Source: an optimization exercise on an open RTL-to-GDS flow (aim: small area). Production flows keep margins and buffers that such runs may drop.
The RTL was checked by simulation tests, not by an equivalence proof against the original design.
Power figures rest on the tool's default switching activity, not on a simulated workload.

--- flow/run.sh ---
#!/bin/bash
# synth_recipe.tcl (not shown) runs the flow's synth.tcl, then flattens the netlist and writes it again
# the make line also repeats each setting of config.mk as NAME=value (left out here)
make -C /OpenROAD-flow-scripts/flow DESIGN_CONFIG=/design/flow/config.mk WORK_HOME=/design/flow/orfs CLKGATE_MAP_FILE= SYNTH_SCRIPT=/design/flow/synth_recipe.tcl finish
--- flow/config.mk ---
export PLATFORM = sky130hd
export DESIGN_NAME = main
export DESIGN_NICKNAME = main
export VERILOG_FILES = /design/flow/design.v
export SDC_FILE = /design/flow/constraint.sdc
export NUM_CORES = 4
export LEC_CHECK = 0
export CAP_MARGIN = 20
export CORE_MARGIN = 2
export CORE_UTILIZATION = 40
export PLACE_DENSITY = 0.6
export SLEW_MARGIN = 20
--- flow/constraint.sdc ---
create_clock -name core_clock -period 12.0 [get_ports {clk}]
set_input_delay 2.4000 -clock core_clock [delete_from_list [all_inputs] [get_ports {clk}]]
set_output_delay 2.4000 -clock core_clock [all_outputs]
set_load 0.01 [all_outputs]
--- flow/design.v ---
`timescale 1ns / 1ps
module display(
    input [3:0] number,
	 output reg [6:0] seg
	 );
	 always @* begin
		case(number)
			0: seg = 7'b1000000;
			1: seg = 7'b1111001;
			2: seg = 7'b0100100;
			3: seg = 7'b0110000;
			4: seg = 7'b0011001;
			5: seg = 7'b0010010;
			6: seg = 7'b0000010;
			7: seg = 7'b1111000;
			8: seg = 7'b0000000;
			9: seg = 7'b0010000;
			default: seg = 7'b1111111;  
		endcase
	 end
endmodule
`timescale 1ns / 1ps
module gamelogic(
    input master_clk,
	 input game_speed_clk,
	 input tick_rise,
	 input [1:0] direction,
	 input [9:0] index,
	 input rst,
	 output reg [9:0] score,
	 output reg won,
	 output reg lost,
	 output is_snake,
	 output is_food
	 );
parameter MAX = 30;
parameter WIN = 18;
reg [29:0] check_snake;
reg [9:0] snake_body [29:0];
reg [9:0] length;
reg [9:0] food;
reg [4:0] rng1;
reg [4:0] rng2;
reg [9:0] next_head;
integer i;
assign is_food = (food == index);
always @(posedge master_clk)
begin
	for (i=0; i<30; i=i+1) begin
		if (rst)
			check_snake[i] <= 1'b0;
		else
			check_snake[i] <= (index == snake_body[i]);
	end
end
assign is_snake = |check_snake;
wire game_over = (|check_snake[29:1] & check_snake[0]);
always @(posedge master_clk) begin
	if (rst)
		next_head <= 10'd0;
	else if (tick_rise) begin
		case(direction)
			2'd0:
			begin
				if ((snake_body[0] % 30) == 0)
					next_head <= snake_body[0] + 10'd29;
				else
					next_head <= snake_body[0] - 10'd1;
			end
			2'd1:
			begin
				if ((snake_body[0] % 30) == 29)
					next_head <= snake_body[0] - 10'd29;
				else
					next_head <= snake_body[0] + 10'd1;
			end
			2'd2:
			begin
				if ((snake_body[0] / 30) == 0)
					next_head <= snake_body[0] + 10'd870;
				else
					next_head <= snake_body[0] - 10'd30;
			end
			2'd3:
			begin
				if ((snake_body[0] / 30) == 29)
					next_head <= snake_body[0] - 10'd870;
				else
					next_head <= snake_body[0] + 10'd30;
			end
		endcase
	end
end
reg [9:0] snake_transition [29:1];
always @(posedge master_clk) begin
	if (rst) begin
		rng1 <= 5'd1;
		rng2 <= 5'd3;
		for (i=4; i<30; i=i+1) begin
			snake_body[i] <= 10'd1020;
		end
		food <= 10'd88;
		snake_body[0] <= 10'd3;
		snake_body[1] <= 10'd2;
		snake_body[2] <= 10'd1;
		snake_body[3] <= 10'd0;
		length <= 10'd4;
		won <= 0;
		lost <= 0;
		score <= 0;
	end
	else begin
		rng1 <= { rng1[3:0], rng1[4] ^ rng1[2]};
		rng2 <= { rng2[3:0], rng2[4] ^ rng2[2]};
		if (game_over) begin
			lost <= 1;
		end
		if (game_speed_clk & ~lost) begin
			if ((direction == 2'd0 && (snake_body[0] % 30) == 0) || (direction == 2'd1 && (snake_body[0] % 30) == 29) || (direction == 2'd2 && (snake_body[0] / 30) == 0) || (direction == 2'd3 && (snake_body[0] / 30) == 29)) begin
				lost <= 1;
			end
			else begin
				for (i=29; i!=0; i=i-1) begin
					if (i<length)
						snake_body[i] <= snake_transition[i];
				end
				snake_body[0] <= next_head;
			end
		end
		if (~game_speed_clk & ~lost) begin
			for (i=29; i!=0; i=i-1) begin
				if (i<length)
					snake_transition[i] <= snake_body[i-1];
			end
			if (next_head == food) begin
				length <= length + 1;
				score <= score + 1;
				food <= {rng1,rng2}%900;
			end
		end
	end
end
endmodule
`timescale 1ns / 1ps
module main(
	input clk,
	input rst,
	input btnu,
	input btnd,
	input btnl,
	input btnr,
	output reg [7:0] rgb,
	output hsync1,
	output vsync1,
	output reg [9:0] h_counter,
	output reg [9:0] v_counter,
	output reg [3:0] an,
	output reg [6:0] seg,
	output reg [1:0] direction
    );
	parameter BACKGROUND = 8'b00000000;
	parameter SNAKE_COLOR = 8'b00100011;
	parameter FOOD_COLOR = 8'b00000011;
	parameter WHITE = 8'b11111111;
	parameter MAX = 30;
	parameter WIN = 18;
	parameter TICK_HALF = 16383;
	parameter FAST_HALF = 12499;
	reg [31:0] count_2hz;
	reg clk_2hz;
	always @(posedge clk) begin
		if (rst) begin
			count_2hz <= 0;
			clk_2hz <= 0;
		end
		else if (count_2hz == TICK_HALF) begin
			count_2hz <= 0;
			clk_2hz <= ~clk_2hz;
		end
		else begin
			count_2hz <= count_2hz + 1;
		end
	end
	wire tick_rise = (count_2hz == TICK_HALF) & ~clk_2hz;
	reg [31:0] count_fast;
	reg clk_fast;
	always @(posedge clk) begin
		if (rst) begin
			count_fast <= 0;
			clk_fast <= 0;
		end
		else if (count_fast == FAST_HALF) begin
			count_fast <= 0;
			clk_fast <= ~clk_fast;
		end
		else begin
			count_fast <= count_fast + 1;
		end
	end
	wire fast_rise = (count_fast == FAST_HALF) & ~clk_fast;
	wire is_snake;
	wire is_food;
	reg in_display;
	reg is_border;
	always @(posedge clk) begin
		if (rst)
			in_display <= 0;
		else if (h_counter > 223 && h_counter < 705 && v_counter > 33 && v_counter <515)
			in_display <= 1;
		else
			in_display <= 0;
	end
	reg [9:0] index_reg;
	wire [9:0] index;
	assign index = index_reg;
	always @(posedge clk) begin
		if (rst)
			index_reg <= 0;
		else
			index_reg <= (h_counter - 224) / 16 + (v_counter - 35) / 16 * 30;
	end
	always @(posedge clk) begin
		if (rst)
			is_border <= 0;
		else if ((h_counter - 224) % 16 == 0 | (v_counter - 35) % 16 == 0 | v_counter == 514)
			is_border <= 1;
		else
			is_border <= 0;
	end
	wire won;
	wire lost;
	always @(posedge clk) begin
		if (rst)
			rgb <= BACKGROUND;
		else if (in_display) begin
			if (is_border)
				rgb <= WHITE;
			else if (is_snake)
				rgb <= SNAKE_COLOR;
			else if (is_food)
				rgb <= FOOD_COLOR;
			else
				rgb <= BACKGROUND;
		end
		else
			rgb <= BACKGROUND;
	end
	reg [1:0] next_direction;
	always @(posedge clk) begin
		if (rst) begin
			direction <= 2'd1;
			next_direction <= 2'd1;
		end
		else if (clk_2hz)
			direction <= next_direction;
		else if (btnr) begin
			if (direction != 2'd0)
				next_direction <= 2'd1;
		end
		else if (btnl) begin
			if (direction != 2'd1)
				next_direction <= 2'd0;
		end
		else if (btnu) begin
			if (direction != 2'd3)
				next_direction <= 2'd2;
		end
		else if (btnd) begin
			if (direction != 2'd2)
				next_direction <= 2'd3;
		end
	end
	wire [9:0] score;
	parameter hpixels = 800; 
	parameter vlines = 521;  
	parameter hpulse = 96; 	 
	parameter vpulse = 2; 	 
	always @(posedge clk)
	begin
		if (rst) begin
			h_counter <= 0;
			v_counter <= 0;
		end
		else if (h_counter < hpixels - 1)
			h_counter <= h_counter + 1;
		else
		begin
			h_counter <= 0;
			if (v_counter < vlines - 1)
				v_counter <= v_counter + 1;
			else
				v_counter <= 0;
		end
	end
	assign hsync1 = (h_counter < hpulse) ? 0:1;
	assign vsync1 = (v_counter < vpulse) ? 0:1;
	gamelogic gamelogic(
		.master_clk(clk),
		.game_speed_clk(clk_2hz),
		.tick_rise(tick_rise),
		.direction(direction),
		.index(index),
		.rst(rst),
		.score(score),
		.won(won),
		.lost(lost),
		.is_snake(is_snake),
		.is_food(is_food)
	);
	wire [6:0] seg_fourth_dig;
	wire [6:0] seg_third_dig;
	wire [6:0] seg_second_dig;
	wire [6:0] seg_first_dig;
	wire [3:0] first_dig;
	wire [3:0] second_dig;
	wire [3:0] third_dig;
	wire [3:0] fourth_dig;
	assign first_dig = score % 10;
	assign second_dig = (score / 10) % 10;
	assign third_dig = (score / 100) % 10;
	assign fourth_dig = (score / 1000) % 10;
	display firstdig(
		.number(first_dig),
		.seg(seg_first_dig)
	);
	display seconddig(
		.number(second_dig),
		.seg(seg_second_dig)
	);
	display thirddig(
		.number(third_dig),
		.seg(seg_third_dig)
	);
	display fourthdig(
		.number(fourth_dig),
		.seg(seg_fourth_dig)
	);
	reg [1:0] an_count;
	always @(posedge clk) begin
		if (rst) begin
			an_count <= 0;
			an <= 4'b1111;
			seg <= 7'b1111111;
		end
		else if (fast_rise) begin
			if (an_count ==0) begin
				an <= 4'b0111;
				an_count <= an_count + 1;
				seg <= seg_fourth_dig;
			end
			else if (an_count == 1) begin
				an <= 4'b1011;
				an_count <= an_count + 1;
				seg <= seg_third_dig;
			end
			else if (an_count == 2) begin
				an <= 4'b1101;
				an_count <= an_count + 1;
				seg <= seg_second_dig;
			end
			else begin
				an <= 4'b1110;
				an_count <= an_count + 1;
				seg <= seg_first_dig;
			end
		end
	end
endmodule
==> results.txt <==
stage by stage:
stage / hold WS (ns) / worst slack (ns) / area, um^2
floorplan: 0.4064 / 5.189 / 36810
global placement: 0.4289 / 3.801 / 38230
detailed placement: 0.4272 / 3.656 / 38240
CTS: 0.4405 / 3.652 / 41010
global route: 0.4454 / 2.812 / 41030
finish: 0.4417 / 3.568 / 41030
cell usage in the layout, fill, tap and decap left out, types with 95 or more instances in the layout:
cell type	n
dfxtp_1	489
mux2i_1	282
a21oi_1	145
inv_1	95
o21ai_0	126
edfxtp_1	290
nor2_1	341
nand3_1	125
xnor2_1	388
nand2_1	372
cell families after synthesis:
group,count (synthesis),share of synthesized area
compound gates,469,0.08154
mux,287,0.07852
xor+xnor,474,0.1132
buf+inv,295,0.03226
flops,789,0.5080
simple gates,1190,0.1514
fa+ha+maj,96,0.03515
worst register-to-register path: cells and delay by family (launching register included):
| family | cells | cell delay [ns] |
|---|---|---|
| AO/OA/AOI/OAI | 11 | 2.33 |
| XOR/XNOR | 1 | 0.33 |
| adder cells (fa/ha/maj) | 3 | 0.95 |
| buffers and inverters | 3 | 0.32 |
| flip-flops | 1 | 0.79 |
| multiplexers | 2 | 0.40 |
| AND/OR/NAND/NOR | 11 | 3.24 |
final cells by class:
type | instances | area, um^2 | share of cell area
tap | 1186 | 1484 | 0.03617
clock buffer | 123 | 2441 | 0.05950
multi-input combinational | 2516 | 16940 | 0.4129
inverter | 101 | 389.1 | 0.009485
timing repair buffer | 81 | 742.0 | 0.01809
sequential | 789 | 18710 | 0.4561
clock inverter | 33 | 320.3 | 0.007807
power by group through the flow:
stage / Combinational, mW / Sequential (mW) / Clock (mW)
floorplan: 0.0715 / 2.83 / 0
finish: 0.0992 / 2.77 / 2.57
global route: 0.109 / 2.77 / 2.74
CTS: 0.100 / 2.77 / 2.64
detailed placement: 0.0999 / 2.83 / 0
global placement: 0.0991 / 2.83 / 0
layer usage:
| metal | up-vias | part of all wire |
|---|---|---|
| li1 | 12480 | - |
| met1 | 11910 | 0.50 |
| met2 | 381 | 0.45 |
| met3 | 112 | 0.035 |
| met4 | 0 | 0.020 |
| met5 | - | 0 |
worst paths after layout:
kind	to	from	slack, ns
worst max-delay path	seg[6]	gamelogic.score[7]	3.57
worst min-delay path	gamelogic.rng2[1]	gamelogic.rng2[0]	0.44
worst max register to register	seg[6]	gamelogic.score[7]	3.57
worst min register to register	gamelogic.rng2[1]	gamelogic.rng2[0]	0.44
==> summary.txt <==
cell row count: 111
number of flip-flops in the largest register: 300
pwr dens: 132.6 nW/um^2
vias in the first global route: 24200
nets@finish: 3673
outcome: complete, no violations
Peak VDD IR: 0.1117 mV
pin count of the biggest net entering global routing: 86
Mapped Nets: 3700
P&R area growth vs syn: 11.45%
area leader, netlist: dfxtp_1
Synth Cell Area: 36810 um^2
met3 usage: 0.02429
length of the first detailed-routing pass in iterations: 5
drt drc: 0
IO buf count: 48
CTS max path bufs: 3
Critical Path Most Common Cell: ha_1
met1 usage: 0.2416
WHS Path Cells: 1
Critical path buffers and inverters: 3
Fill cells: 8612
fin crit period: 8.432 ns
Total GRT Usage: 0.1703
Syn Inst Count: 3600
vias per cell: 5.151
clock power share: 0.472
Sw Share: 0.2125
final hold viol count: 0
fin. max-slew vios: 0
nature of the critical path endpoint: register
Inserted Clock Buffers: 84
Layout Utilization: 0.4489
Peak Freq: 118.6 MHz
Max stage delay on crit path: 0.79 ns
antenna-violating nets left: 0
Avg WL per Cell: 16.78 um
slowest CP cell: dfxtp_1
Yosys cell types: 110
Root Buffer: clkbuf_16
critical path class: reg -> reg
clock transition at the registers of the reported paths: 0.06 ns
clock insertion delay at the later pin of the skew report: 0.64 ns
H-tree depth: 3
combinational share of power: 0.018
ANT cells: 0
final setup vio count: 0
placed cell count: 4672
die span in y: 307.4 um
Worst Reg-to-Reg Cells: 31
drt total wl: 81.03 mm
Synth area leaders: dfxtp_1 (27%), edfxtp_1 (24%), xnor2_1 (9.2%)
CP Depth: 31
RSZ-0062 raised after global routing: false
crit-path max FO: 24
Least-Margin Pin Slew: 1.035 ns
fraction of layout cells with a size suffix above 1: 0.06808
worst hold path class: reg -> reg
initial antenna violation count: 0
HPWL Detailed: 52.76 mm
ys flop type: dfxtp_1
most common cell in the synthesized netlist: dfxtp_1
Required @ worst endpoint: 12.56 ns
mean post-synth cell area: 10.23 um^2
Yosys Warn Count: 5
Reg power frac: 0.510
Top reg by flops: gamelogic.snake_body
Yosys reg bits: 789
GP Congestion: 0.8459
post-route insts no fill: 4829
post-synthesis sequential area ratio: 0.5080
Slew headroom: 0.3013
GR Overflow Total: 0
Die Wd: 307.4 um
CTS resizes: 0
Pleak: 13.89 nW
crit path launch type: register
global-route wire length before repair: 131.1 mm
critical path arrival: 8.99 ns
EDFF count, synth: 290
Switch Pwr: 1.156 mW
initial DRC count: 1313
M2 GR Usage: 0.2719
GR peak layer: met2
CTS tree: built
CP top delay family: simple AND/OR/NAND/NOR gates
crit share post-route: 0.7027
ys async rst share: 0
Num Clock Sinks: 789
Post-synth top cells: dfxtp_1 (499), xnor2_1 (388), nand2_1 (372)
core area: 91390 um^2
Worst Skew: 0.02040 ns
Hold Buf Count CTS: 0
via count: 24880
Tot Pwr: 5.441 mW
Post-Route Setup TNS: 0 ns
Top Registers: gamelogic.snake_body (300), gamelogic.snake_transition (290)
maxcap violations: 0
Internal: 4.285 mW
num ports: 49
Synth top area share: 0.2714
Die ar.: 94470 um^2
post-CTS setup buffers: 0
initial core utilization: 0.4028

[static timing again, ports no longer ideal]
Ports are ideal in the flow. The routed layout listed here was re-timed in OpenROAD. Step 1 (the two cells are an assumption about what drives the block):
set clk [get_ports {clk}]
set_driving_cell -lib_cell sky130_fd_sc_hd__clkbuf_16 $clk
set_driving_cell -lib_cell sky130_fd_sc_hd__buf_2 [delete_from_list [all_inputs] $clk]
Step 2 times the ports against the registers' clock, not the clock port: input delays grow and output delays shrink by t, the midpoint of the rising clock arrivals with the driver on. Slacks: ideal ports / drivers / drivers and shift; pairs: ideal ports / drivers.
shift t [ns]: 0.701
slack for setup (ns): 3.568 / 3.568 / 3.568
latest minus earliest clock arrival (ns): 0.022 / 0.022
worst data-port slew with drivers (ns): 0.04
After both steps this run still meets setup and hold. For this run, drivers alone change the setup slack by 0.000 ns; drivers and shift together by 0.000 ns.
